Source: an optimization exercise on an open RTL-to-GDS flow (aim: a short achievable clock period and few clock cycles per item). Production flows keep margins and buffers that such runs may drop.
Where RTL was checked, it was by simulation tests only, not by an equivalence proof against the original.
Power and IR drop assume default switching activity.

run A:
## processor
module processor
(
    input clk, reset,
    output [5:0]  imem_addr,
    input  [31:0] imem_data,
    output [6:0]  dmem_addr,
    output [31:0] dmem_wdata,
    output        dmem_we,
    input  [31:0] dmem_rdata,
    output        result_valid,
    output [31:0] Result
);
    reg  [5:0]  pc;
    reg  [31:0] ir_q;
    reg         d_valid;
    always @(posedge clk) begin
        if (reset) pc <= 6'd0;
        else       pc <= pc + 6'd1;
        d_valid <= ~reset;
        ir_q    <= imem_data;
    end
    assign imem_addr = pc;
    wire [31:0] w   = ir_q;
    wire [4:0]  rs1 = w[19:15];
    wire [4:0]  rs2 = w[24:20];
    wire        d_alu_src, d_mem2reg, d_reg_write, d_mem_write;
    wire [31:0] d_imm;
    wire        d_sub, d_slt, d_nor, d_or, d_and, d_add;
    wire        d_mem_add = (w[14:12] == 3'd2);    
    Controller ctrl(
        .w(w), .alu_src(d_alu_src), .mem2reg(d_mem2reg), .reg_write(d_reg_write),
        .mem_write(d_mem_write), .imm(d_imm),
        .op_add(d_add), .op_sub(d_sub), .op_slt(d_slt), .op_nor(d_nor),
        .op_or(d_or), .op_and(d_and) );
    wire [31:0] res, res_nslt;
    wire        res_lt;
    reg         e_valid;
    reg  [4:0]  e_rd;
    reg         e_reg_write;
    wire [31:0] e_wdata;
    wire        e_writes = e_valid & e_reg_write;
    wire [31:0] rdata1, rdata2;
    RegFile RF(
        .clk(clk), .reset(reset), .wen(e_writes), .waddr(e_rd), .wdata(e_wdata),
        .raddr1(rs1), .raddr2(rs2), .rdata1(rdata1), .rdata2(rdata2) );
    wire fa  = e_writes & (e_rd == rs1);
    wire fsd = e_writes & (e_rd == rs2);
    wire [8:0] a9_nf = d_mem_add ? (rdata1[8:0] + d_imm[8:0]) : (rdata1[8:0] & d_imm[8:0]);
    wire [8:0] a9_rd  = d_mem_add ? (dmem_rdata[8:0] + d_imm[8:0]) : (dmem_rdata[8:0] & d_imm[8:0]);
    wire [8:0] a9_alu = d_mem_add ? (res_nslt[8:0] + d_imm[8:0]) : (res_nslt[8:0] & d_imm[8:0]);
    wire [8:0] a9_lt0 = d_mem_add ? d_imm[8:0] : 9'd0;
    wire [8:0] a9_lt1 = d_mem_add ? (d_imm[8:0] + 9'd1) : {8'd0, d_imm[0]};
    wire [8:0] a9_f   = e_mem2reg ? a9_rd
                      : e_slt     ? (res_lt ? a9_lt1 : a9_lt0)
                      : a9_alu;
    reg        e_mem2reg;
  ...
Size: roughly 1,300 flip-flops, about 150 I/O pins, ~0.060 mm² of cells after synthesis.
==> module RegFile, before the edit <==
module RegFile(
    input         clk, reset, wen,
    input  [4:0]  waddr,
    input  [31:0] wdata,
    input  [4:0]  raddr1, raddr2,
    output [31:0] rdata1, rdata2
);
    reg [31:0] regs [0:31];
    reg [31:0] valid;
    always @(posedge clk) begin
        if (reset)
            valid <= 32'd0;
        else if (wen)
            valid[waddr] <= 1'b1;
    end
    always @(posedge clk)
        if (wen)
            regs[waddr] <= wdata;
    assign rdata1 = valid[raddr1] ? regs[raddr1] : 32'd0;
    assign rdata2 = valid[raddr2] ? regs[raddr2] : 32'd0;
endmodule
==> module processor, before the edit <==
module processor
(
    input clk, reset,
    output [5:0]  imem_addr,
    input  [31:0] imem_data,
    output [6:0]  dmem_addr,
    output [31:0] dmem_wdata,
    output        dmem_we,
    input  [31:0] dmem_rdata,
    output        result_valid,
    output [31:0] Result
);
    reg  [5:0]  pc;
    reg  [31:0] ir_q;
    reg         d_valid;
    always @(posedge clk) begin
        if (reset) pc <= 6'd0;
        else       pc <= pc + 6'd1;
        d_valid <= ~reset;
        ir_q    <= imem_data;
    end
    assign imem_addr = pc;
    wire [31:0] w   = ir_q;
    wire [4:0]  rs1 = w[19:15];
    wire [4:0]  rs2 = w[24:20];
    wire        d_alu_src, d_mem2reg, d_reg_write, d_mem_write;
    wire [31:0] d_imm;
    wire        d_sub, d_slt, d_nor, d_or, d_and, d_add;
    wire        d_mem_add = (w[14:12] == 3'd2);    
    Controller ctrl(
        .w(w), .alu_src(d_alu_src), .mem2reg(d_mem2reg), .reg_write(d_reg_write),
        .mem_write(d_mem_write), .imm(d_imm),
        .op_add(d_add), .op_sub(d_sub), .op_slt(d_slt), .op_nor(d_nor),
        .op_or(d_or), .op_and(d_and) );
    wire [31:0] res, res_nslt;
    wire        res_lt;
    reg         e_valid;
    reg  [4:0]  e_rd;
    reg         e_reg_write;
    wire [31:0] e_wdata;
    wire        e_writes = e_valid & e_reg_write;
    wire [31:0] rdata1, rdata2;
    RegFile RF(
        .clk(clk), .reset(reset), .wen(e_writes), .waddr(e_rd), .wdata(e_wdata),
        .raddr1(rs1), .raddr2(rs2), .rdata1(rdata1), .rdata2(rdata2) );
    wire fa  = e_writes & (e_rd == rs1);
    wire fsd = e_writes & (e_rd == rs2);
    wire [8:0] a9_nf = d_mem_add ? (rdata1[8:0] + d_imm[8:0]) : (rdata1[8:0] & d_imm[8:0]);
    wire [8:0] a9_rd  = d_mem_add ? (dmem_rdata[8:0] + d_imm[8:0]) : (dmem_rdata[8:0] & d_imm[8:0]);
    wire [8:0] a9_alu = d_mem_add ? (res_nslt[8:0] + d_imm[8:0]) : (res_nslt[8:0] & d_imm[8:0]);
    wire [8:0] a9_lt0 = d_mem_add ? d_imm[8:0] : 9'd0;
    wire [8:0] a9_lt1 = d_mem_add ? (d_imm[8:0] + 9'd1) : {8'd0, d_imm[0]};
    wire [8:0] a9_f   = e_mem2reg ? a9_rd
                      : e_slt     ? (res_lt ? a9_lt1 : a9_lt0)
                      : a9_alu;
    reg        e_mem2reg;
    reg        e_add, e_sub, e_slt, e_nor, e_or, e_and;
    reg [31:0] a_q, b_q;
    reg        fa_q, fb_q;
    reg [6:0]  dmem_addr_q;
    reg [31:0] dmem_wdata_q;
    reg        dmem_we_q;
    reg [31:0] wb_q;
    reg [31:0] res_q;
    reg        rv_q;
    always @(posedge clk) begin
        e_valid     <= d_valid & ~reset;
        dmem_we_q   <= d_valid & d_mem_write & ~reset;
        e_rd        <= w[11:7];
        e_reg_write <= d_reg_write;
        e_mem2reg   <= d_mem2reg;
        e_add <= d_add; e_sub <= d_sub; e_slt <= d_slt;
        e_nor <= d_nor; e_or  <= d_or;  e_and <= d_and;
        a_q   <= rdata1;
        b_q   <= d_alu_src ? d_imm : rdata2;
        fa_q  <= fa;
        fb_q  <= fsd & ~d_alu_src;
        dmem_addr_q  <= fa  ? a9_f[8:2] : a9_nf[8:2];
        dmem_wdata_q <= fsd ? e_wdata   : rdata2;
    end
    wire [31:0] A = fa_q ? wb_q : a_q;
    wire [31:0] B = fb_q ? wb_q : b_q;
    alu_32 ALU(
        .A(A), .B(B), .op_add(e_add), .op_sub(e_sub), .op_slt(e_slt),
        .op_nor(e_nor), .op_or(e_or), .op_and(e_and),
        .Y(res), .Y_nslt(res_nslt), .lt(res_lt) );
    assign dmem_addr  = dmem_addr_q;
    assign dmem_wdata = dmem_wdata_q;
    assign dmem_we    = dmem_we_q;
    assign e_wdata = e_mem2reg ? dmem_rdata : res;
    always @(posedge clk) begin
        wb_q  <= e_wdata;
        res_q <= res;
        rv_q  <= e_valid & ~reset;
    end
    assign Result       = res_q;
    assign result_valid = rv_q & ~reset;
endmodule  
clock: 11.0 ns
lec_check: 0
cap_margin: 20
core_margin: 2
core_utilization: 40
slew_margin: 20
standard.sh (not shown) runs the stock make flow with config.mk's settings and CLKGATE_MAP_FILE= SYNTH_SCRIPT=/design/flow/synth_recipe.tcl, a recipe that flattens the netlist after the stock synthesis.
==> flow/flow/run.sh <==
#!/bin/bash
set -euo pipefail
bash standard.sh SETUP_SLACK_MARGIN=6.6 TNS_END_PERCENT=5 finish > standard.log 2>&1
Testbench counts of run A, summed over its fixed seeds: cycles 51,440, results 51,200.
The inputs of run B differ from those of run A as listed below.
==> flow/design.v, changed modules only <==
module RegFile(
    input         clk, clear, wen,
    input  [4:0]  waddr,
    input  [31:0] wdata,
    input  [4:0]  raddr1, raddr2,
    output [31:0] rdata1, rdata2
);
    reg [31:0] regs [0:31];
    reg [31:0] valid;
    always @(posedge clk) begin
        if (clear)
            valid <= 32'd0;
        else if (wen)
            valid[waddr] <= 1'b1;
    end
    always @(posedge clk)
        if (wen)
            regs[waddr] <= wdata;
    assign rdata1 = valid[raddr1] ? regs[raddr1] : 32'd0;
    assign rdata2 = valid[raddr2] ? regs[raddr2] : 32'd0;
endmodule
module processor
(
    input clk, reset,
    output [5:0]  imem_addr,
    input  [31:0] imem_data,
    output [6:0]  dmem_addr,
    output [31:0] dmem_wdata,
    output        dmem_we,
    input  [31:0] dmem_rdata,
    output        result_valid,
    output [31:0] Result
);
    reg rst_q;
    always @(posedge clk)
        rst_q <= reset;
    reg  [5:0]  pc;
    wire [5:0]  pc_now = rst_q ? 6'd0 : pc;
    always @(posedge clk)
        pc <= pc_now + 6'd1;
    assign imem_addr = pc_now;
    wire [31:0] w   = imem_data;
    wire [4:0]  rs1 = w[19:15];
    wire [4:0]  rs2 = w[24:20];
    wire        d_alu_src, d_mem2reg, d_reg_write, d_mem_write;
    wire [31:0] d_imm;
    wire        d_sub, d_slt, d_nor, d_or, d_and, d_add;
    wire        d_mem_add = (w[14:12] == 3'd2);    
    Controller ctrl(
        .w(w), .alu_src(d_alu_src), .mem2reg(d_mem2reg), .reg_write(d_reg_write),
        .mem_write(d_mem_write), .imm(d_imm),
        .op_add(d_add), .op_sub(d_sub), .op_slt(d_slt), .op_nor(d_nor),
        .op_or(d_or), .op_and(d_and) );
    wire [31:0] res, res_nslt;
    wire        res_lt;
    reg         e_valid;
    reg  [4:0]  e_rd;
    reg         e_reg_write;
    wire [31:0] e_wdata;
    wire        e_writes = e_valid & e_reg_write;
    reg         w_we;
    reg  [4:0]  w_rd;
    reg  [31:0] wb_q;
    wire [31:0] rdata1, rdata2;
    RegFile RF(
        .clk(clk), .clear(rst_q), .wen(w_we), .waddr(w_rd), .wdata(wb_q),
        .raddr1(rs1), .raddr2(rs2), .rdata1(rdata1), .rdata2(rdata2) );
    wire [31:0] r1 = rst_q ? 32'd0 : (w_we & (w_rd == rs1)) ? wb_q : rdata1;
    wire [31:0] r2 = rst_q ? 32'd0 : (w_we & (w_rd == rs2)) ? wb_q : rdata2;
    wire fa  = e_writes & (e_rd == rs1);
    wire fsd = e_writes & (e_rd == rs2);
    wire [8:0] a9_nf = d_mem_add ? (r1[8:0] + d_imm[8:0]) : (r1[8:0] & d_imm[8:0]);
    wire [8:0] a9_rd  = d_mem_add ? (dmem_rdata[8:0] + d_imm[8:0]) : (dmem_rdata[8:0] & d_imm[8:0]);
    wire [8:0] a9_alu = d_mem_add ? (res_nslt[8:0] + d_imm[8:0]) : (res_nslt[8:0] & d_imm[8:0]);
    wire [8:0] a9_lt0 = d_mem_add ? d_imm[8:0] : 9'd0;
    wire [8:0] a9_lt1 = d_mem_add ? (d_imm[8:0] + 9'd1) : {8'd0, d_imm[0]};
    reg        e_mem2reg;
    reg        e_add, e_sub, e_slt, e_nor, e_or, e_and;
    reg [31:0] a_q, b_q;
    reg        fa_q, fb_q;
    reg [6:0]  dmem_addr_q;
    reg [31:0] dmem_wdata_q;
    reg        dmem_we_q;
    reg [31:0] res_q;
    reg        rv_q;
    wire [8:0] a9_f = e_mem2reg ? a9_rd
                    : e_slt     ? (res_lt ? a9_lt1 : a9_lt0)
                    : a9_alu;
    always @(posedge clk) begin
        e_valid     <= ~reset;
        dmem_we_q   <= d_mem_write & ~reset;
        e_rd        <= w[11:7];
        e_reg_write <= d_reg_write;
        e_mem2reg   <= d_mem2reg;
        e_add <= d_add; e_sub <= d_sub; e_slt <= d_slt;
        e_nor <= d_nor; e_or  <= d_or;  e_and <= d_and;
        a_q   <= r1;
        b_q   <= d_alu_src ? d_imm : r2;
        fa_q  <= fa;
        fb_q  <= fsd & ~d_alu_src;
        dmem_addr_q  <= fa  ? a9_f[8:2] : a9_nf[8:2];
        dmem_wdata_q <= fsd ? e_wdata   : r2;
    end
    wire [31:0] A = fa_q ? wb_q : a_q;
    wire [31:0] B = fb_q ? wb_q : b_q;
    alu_32 ALU(
        .A(A), .B(B), .op_add(e_add), .op_sub(e_sub), .op_slt(e_slt),
        .op_nor(e_nor), .op_or(e_or), .op_and(e_and),
        .Y(res), .Y_nslt(res_nslt), .lt(res_lt) );
    assign dmem_addr  = dmem_addr_q;
    assign dmem_wdata = dmem_wdata_q;
    assign dmem_we    = dmem_we_q;
    assign e_wdata = e_mem2reg ? dmem_rdata : res;
    always @(posedge clk) begin
        wb_q  <= e_wdata;
        w_rd  <= e_rd;
        w_we  <= e_writes & ~rst_q;
        res_q <= res;
        rv_q  <= e_valid & ~reset;
    end
    assign Result       = res_q;
    assign result_valid = rv_q & ~reset;
endmodule  
==> run summary <==
Having completed the whole flow, run B delivered a layout that passed the timing, DRC and antenna checks. Run B: maximum clock rate is about 10% lower than what run A reported. Against run A, worst hold slack in run B came out better. The flip-flop and latch power number comes out higher for run A vs run B. Run B: final critical-path share of the clock period is 5.1 points higher than what run A reported. Summary of run B over run A: area after synthesis has remained practically unchanged, critical path required time has increased, total track usage has decreased, final instance count without filler cells has increased. From run A to run B the numbers moved as follows: overall via count from detail_route increased by about 2.2% relative to the old numbers; sequential cell count shrank by 26; fraction of power consumed by combinational cells decreased 0.3 points. On wire length, run A loses to run B.
Only the layout flow was run in run B; the RTL was not checked for function there.

========
Another version of the RTL of processor (not shown whole).
Size: ~3,500 cells after synthesis, about 1,300 flip-flops, roughly 150 I/O pins.
==> module RegFile, before the edit <==
module RegFile(
    input         clk, clear, wen,
    input  [4:0]  waddr,
    input  [31:0] wdata,
    input  [4:0]  raddr1, raddr2,
    output [31:0] rdata1, rdata2
);
    reg [31:0] regs [0:31];
    reg [31:0] valid;
    always @(posedge clk) begin
        if (clear)
            valid <= 32'd0;
        else if (wen)
            valid[waddr] <= 1'b1;
    end
    always @(posedge clk)
        if (wen)
            regs[waddr] <= wdata;
    assign rdata1 = valid[raddr1] ? regs[raddr1] : 32'd0;
    assign rdata2 = valid[raddr2] ? regs[raddr2] : 32'd0;
endmodule
==> module processor, before the edit <==
module processor
(
    input clk, reset,
    output [5:0]  imem_addr,
    input  [31:0] imem_data,
    output [6:0]  dmem_addr,
    output [31:0] dmem_wdata,
    output        dmem_we,
    input  [31:0] dmem_rdata,
    output        result_valid,
    output [31:0] Result
);
    reg rst_q;
    always @(posedge clk)
        rst_q <= reset;
    reg  [5:0]  pc;
    reg  [31:0] ir_q;
    wire [5:0]  pc_now = rst_q ? 6'd0 : pc;
    always @(posedge clk) begin
        pc   <= pc_now + 6'd1;
        ir_q <= imem_data;
    end
    assign imem_addr = pc_now;
    wire        d_valid = ~rst_q;
    wire [31:0] w   = ir_q;
    wire [4:0]  rs1 = w[19:15];
    wire [4:0]  rs2 = w[24:20];
    wire        d_alu_src, d_mem2reg, d_reg_write, d_mem_write;
    wire [31:0] d_imm;
    wire        d_sub, d_slt, d_nor, d_or, d_and, d_add;
    wire        d_mem_add = (w[14:12] == 3'd2);    
    Controller ctrl(
        .w(w), .alu_src(d_alu_src), .mem2reg(d_mem2reg), .reg_write(d_reg_write),
        .mem_write(d_mem_write), .imm(d_imm),
        .op_add(d_add), .op_sub(d_sub), .op_slt(d_slt), .op_nor(d_nor),
        .op_or(d_or), .op_and(d_and) );
    wire [31:0] res, res_nslt;
    wire        res_lt;
    reg         e_valid;
    reg  [4:0]  e_rd;
    reg         e_reg_write;
    wire [31:0] e_wdata;
    wire        e_writes = e_valid & e_reg_write;
    reg         w_we;
    reg  [4:0]  w_rd;
    reg  [31:0] wb_q;
    wire [31:0] rdata1, rdata2;
    RegFile RF(
        .clk(clk), .clear(rst_q), .wen(w_we), .waddr(w_rd), .wdata(wb_q),
        .raddr1(rs1), .raddr2(rs2), .rdata1(rdata1), .rdata2(rdata2) );
    wire [31:0] r1 = (w_we & (w_rd == rs1)) ? wb_q : rdata1;
    wire [31:0] r2 = (w_we & (w_rd == rs2)) ? wb_q : rdata2;
    wire fa  = e_writes & (e_rd == rs1);
    wire fsd = e_writes & (e_rd == rs2);
    wire [8:0] a9_nf = d_mem_add ? (r1[8:0] + d_imm[8:0]) : (r1[8:0] & d_imm[8:0]);
    wire [8:0] a9_rd  = d_mem_add ? (dmem_rdata[8:0] + d_imm[8:0]) : (dmem_rdata[8:0] & d_imm[8:0]);
    wire [8:0] a9_alu = d_mem_add ? (res_nslt[8:0] + d_imm[8:0]) : (res_nslt[8:0] & d_imm[8:0]);
    wire [8:0] a9_lt0 = d_mem_add ? d_imm[8:0] : 9'd0;
    wire [8:0] a9_lt1 = d_mem_add ? (d_imm[8:0] + 9'd1) : {8'd0, d_imm[0]};
    reg        e_mem2reg;
    reg        e_add, e_sub, e_slt, e_nor, e_or, e_and;
    reg [31:0] a_q, b_q;
    reg        fa_q, fb_q;
    reg [6:0]  dmem_addr_q;
    reg [31:0] dmem_wdata_q;
    reg        dmem_we_q;
    reg [31:0] res_q;
    reg        rvn_q;    
    wire [8:0] a9_f = e_mem2reg ? a9_rd
                    : e_slt     ? (res_lt ? a9_lt1 : a9_lt0)
                    : a9_alu;
    always @(posedge clk) begin
        e_valid     <= d_valid;
        dmem_we_q   <= d_valid & d_mem_write & ~reset;
        e_rd        <= w[11:7];
        e_reg_write <= d_reg_write;
        e_mem2reg   <= d_mem2reg;
        e_add <= d_add; e_sub <= d_sub; e_slt <= d_slt;
        e_nor <= d_nor; e_or  <= d_or;  e_and <= d_and;
        a_q   <= r1;
        b_q   <= d_alu_src ? d_imm : r2;
        fa_q  <= fa;
        fb_q  <= fsd & ~d_alu_src;
        dmem_addr_q  <= fa  ? a9_f[8:2] : a9_nf[8:2];
        dmem_wdata_q <= fsd ? e_wdata   : r2;
    end
    wire [31:0] A = fa_q ? wb_q : a_q;
    wire [31:0] B = fb_q ? wb_q : b_q;
    alu_32 ALU(
        .A(A), .B(B), .op_add(e_add), .op_sub(e_sub), .op_slt(e_slt),
        .op_nor(e_nor), .op_or(e_or), .op_and(e_and),
        .Y(res), .Y_nslt(res_nslt), .lt(res_lt) );
    assign dmem_addr  = dmem_addr_q;
    assign dmem_wdata = dmem_wdata_q;
    assign dmem_we    = dmem_we_q;
    assign e_wdata = e_mem2reg ? dmem_rdata : res;
    always @(posedge clk) begin
        wb_q  <= e_wdata;
        w_rd  <= e_rd;
        w_we  <= e_writes & ~rst_q;
        res_q <= res;
        rvn_q <= ~(e_valid & ~rst_q & ~reset);
    end
    assign Result       = res_q;
    assign result_valid = ~(rvn_q | reset);
endmodule  
==> flow/config.mk <==
export PLATFORM = sky130hd
export DESIGN_NAME = processor
export DESIGN_NICKNAME = processor
export VERILOG_FILES = /design/flow/design.v
export SDC_FILE = /design/flow/constraint.sdc
export NUM_CORES = 8
export LEC_CHECK = 0
export CAP_MARGIN = 20
export CORE_MARGIN = 2
export CORE_UTILIZATION = 40
export SLEW_MARGIN = 20
==> flow/constraint.sdc <==
create_clock -name core_clock -period 11.0 [get_ports {clk}]
set_input_delay 2.2000 -clock core_clock [delete_from_list [all_inputs] [get_ports {clk}]]
set_output_delay 2.2000 -clock core_clock [all_outputs]
set_load 0.01 [all_outputs]
Scripts as last shown in full above: flow/flow/run.sh
Testbench counts at the start, summed over its fixed seeds: cycles 51,440, results 51,200.
Next try:
--- a/flow/design.v
+++ b/flow/design.v
@@ -7,7 +7,11 @@
     input  [4:0]  waddr,
     input  [31:0] wdata,
     input  [4:0]  raddr1, raddr2,
-    output [31:0] rdata1, rdata2
+    output [31:0] rdata1, rdata2,
+    input  [8:0]  k,
+    input         add,
+    output        valid1,
+    output [8:0]  f1
 );
     reg [31:0] regs [0:31];
     reg [31:0] valid;
@@ -22,6 +26,15 @@
             regs[waddr] <= wdata;
     assign rdata1 = valid[raddr1] ? regs[raddr1] : 32'd0;
     assign rdata2 = valid[raddr2] ? regs[raddr2] : 32'd0;
+    wire [8:0] fr [0:31];
+    genvar j;
+    generate
+        for (j = 0; j < 32; j = j + 1) begin : pre
+            assign fr[j] = add ? (regs[j][8:0] + k) : (regs[j][8:0] & k);
+        end
+    endgenerate
+    assign valid1 = valid[raddr1];
+    assign f1 = fr[raddr1];
 endmodule
 `timescale 1ns / 1ps
 module alu_32(
@@ -92,15 +105,11 @@
     always @(posedge clk)
         rst_q <= reset;
     reg  [5:0]  pc;
-    reg  [31:0] ir_q;
     wire [5:0]  pc_now = rst_q ? 6'd0 : pc;
-    always @(posedge clk) begin
-        pc   <= pc_now + 6'd1;
-        ir_q <= imem_data;
-    end
+    always @(posedge clk)
+        pc <= pc_now + 6'd1;
     assign imem_addr = pc_now;
-    wire        d_valid = ~rst_q;
-    wire [31:0] w   = ir_q;
+    wire [31:0] w   = imem_data;
     wire [4:0]  rs1 = w[19:15];
     wire [4:0]  rs2 = w[24:20];
     wire        d_alu_src, d_mem2reg, d_reg_write, d_mem_write;
@@ -123,14 +132,22 @@
     reg  [4:0]  w_rd;
     reg  [31:0] wb_q;
     wire [31:0] rdata1, rdata2;
+    wire        rf_valid1;
+    wire [8:0]  rf_f1;
     RegFile RF(
         .clk(clk), .clear(rst_q), .wen(w_we), .waddr(w_rd), .wdata(wb_q),
-        .raddr1(rs1), .raddr2(rs2), .rdata1(rdata1), .rdata2(rdata2) );
-    wire [31:0] r1 = (w_we & (w_rd == rs1)) ? wb_q : rdata1;
-    wire [31:0] r2 = (w_we & (w_rd == rs2)) ? wb_q : rdata2;
+        .raddr1(rs1), .raddr2(rs2), .rdata1(rdata1), .rdata2(rdata2),
+        .k(d_imm[8:0]), .add(d_mem_add), .valid1(rf_valid1), .f1(rf_f1) );
+    wire [31:0] r1 = rst_q ? 32'd0 : (w_we & (w_rd == rs1)) ? wb_q : rdata1;
+    wire [31:0] r2 = rst_q ? 32'd0 : (w_we & (w_rd == rs2)) ? wb_q : rdata2;
     wire fa  = e_writes & (e_rd == rs1);
     wire fsd = e_writes & (e_rd == rs2);
-    wire [8:0] a9_nf = d_mem_add ? (r1[8:0] + d_imm[8:0]) : (r1[8:0] & d_imm[8:0]);
+    wire [8:0] a9_zero = d_mem_add ? d_imm[8:0] : 9'd0;
+    wire [8:0] a9_wb   = d_mem_add ? (wb_q[8:0] + d_imm[8:0]) : (wb_q[8:0] & d_imm[8:0]);
+    wire [8:0] a9_nf   = rst_q ? a9_zero
+                       : (w_we & (w_rd == rs1)) ? a9_wb
+                       : rf_valid1 ? rf_f1
+                       : a9_zero;
     wire [8:0] a9_rd  = d_mem_add ? (dmem_rdata[8:0] + d_imm[8:0]) : (dmem_rdata[8:0] & d_imm[8:0]);
     wire [8:0] a9_alu = d_mem_add ? (res_nslt[8:0] + d_imm[8:0]) : (res_nslt[8:0] & d_imm[8:0]);
     wire [8:0] a9_lt0 = d_mem_add ? d_imm[8:0] : 9'd0;
@@ -143,13 +160,13 @@
     reg [31:0] dmem_wdata_q;
     reg        dmem_we_q;
     reg [31:0] res_q;
-    reg        rvn_q;    
+    reg        rv_q;
     wire [8:0] a9_f = e_mem2reg ? a9_rd
                     : e_slt     ? (res_lt ? a9_lt1 : a9_lt0)
                     : a9_alu;
     always @(posedge clk) begin
-        e_valid     <= d_valid;
-        dmem_we_q   <= d_valid & d_mem_write & ~reset;
+        e_valid     <= ~reset;
+        dmem_we_q   <= d_mem_write & ~reset;
         e_rd        <= w[11:7];
         e_reg_write <= d_reg_write;
         e_mem2reg   <= d_mem2reg;
@@ -177,8 +194,8 @@
         w_rd  <= e_rd;
         w_we  <= e_writes & ~rst_q;
         res_q <= res;
-        rvn_q <= ~(e_valid & ~rst_q & ~reset);
+        rv_q  <= e_valid & ~reset;
     end
     assign Result       = res_q;
-    assign result_valid = ~(rvn_q | reset);
+    assign result_valid = rv_q & ~reset;
 endmodule  
What happened: The changed run finished clean. Setup slack degrades by 1.2 ns. Sequential power came out lower by about 3%. Final cell count came out higher by 40%. Clock skew hardly moves. Clock power came out higher by about 1%.
Function not checked in the second run of this note: the RTL went through the layout flow alone.

re-timing with driven ports:
In the flow no input, the clock included, has a driving cell. The finished layouts below were timed again as built, in two steps.
Step 1, drivers: a clkbuf_16 drives clk and a buf_2 each remaining input, both assumed.
Step 2 adds t to the input delays and takes it off the output delays; t is the mean of the earliest and latest rising clock arrival at the registers after step 1. Input paths then give back, and output paths get back, about the clock's delay inside the block.
a / b / c = no drivers / after step 1 / after step 2; a / b = the first two.
| run | t (ns) | setup slack, ns | worst setup path at the end | slew at the worst register clock pin (ns) | worst data-port slew with drivers (ns) |
|---|---|---|---|---|---|
| run A | 0.855 | 6.191 / 6.153 / 5.919 | input to register | 0.07 / 0.07 | 0.06 |
| run B | 0.848 | 5.626 / 5.409 / 4.561 | input to register | 0.07 / 0.07 | 0.35 |
| the first run of note 2 | 0.873 | 6.333 / 6.289 / 5.851 | input to register | 0.07 / 0.07 | 0.06 |
| the second run of note 2 | 0.895 | 5.086 / 5.126 / 4.231 | input to register | 0.07 / 0.07 | 0.09 |
After both steps setup and hold are still met in every run listed. The setup slack of run B, which loses most, moves by -0.217 ns with the drivers and by -1.065 ns with both steps.
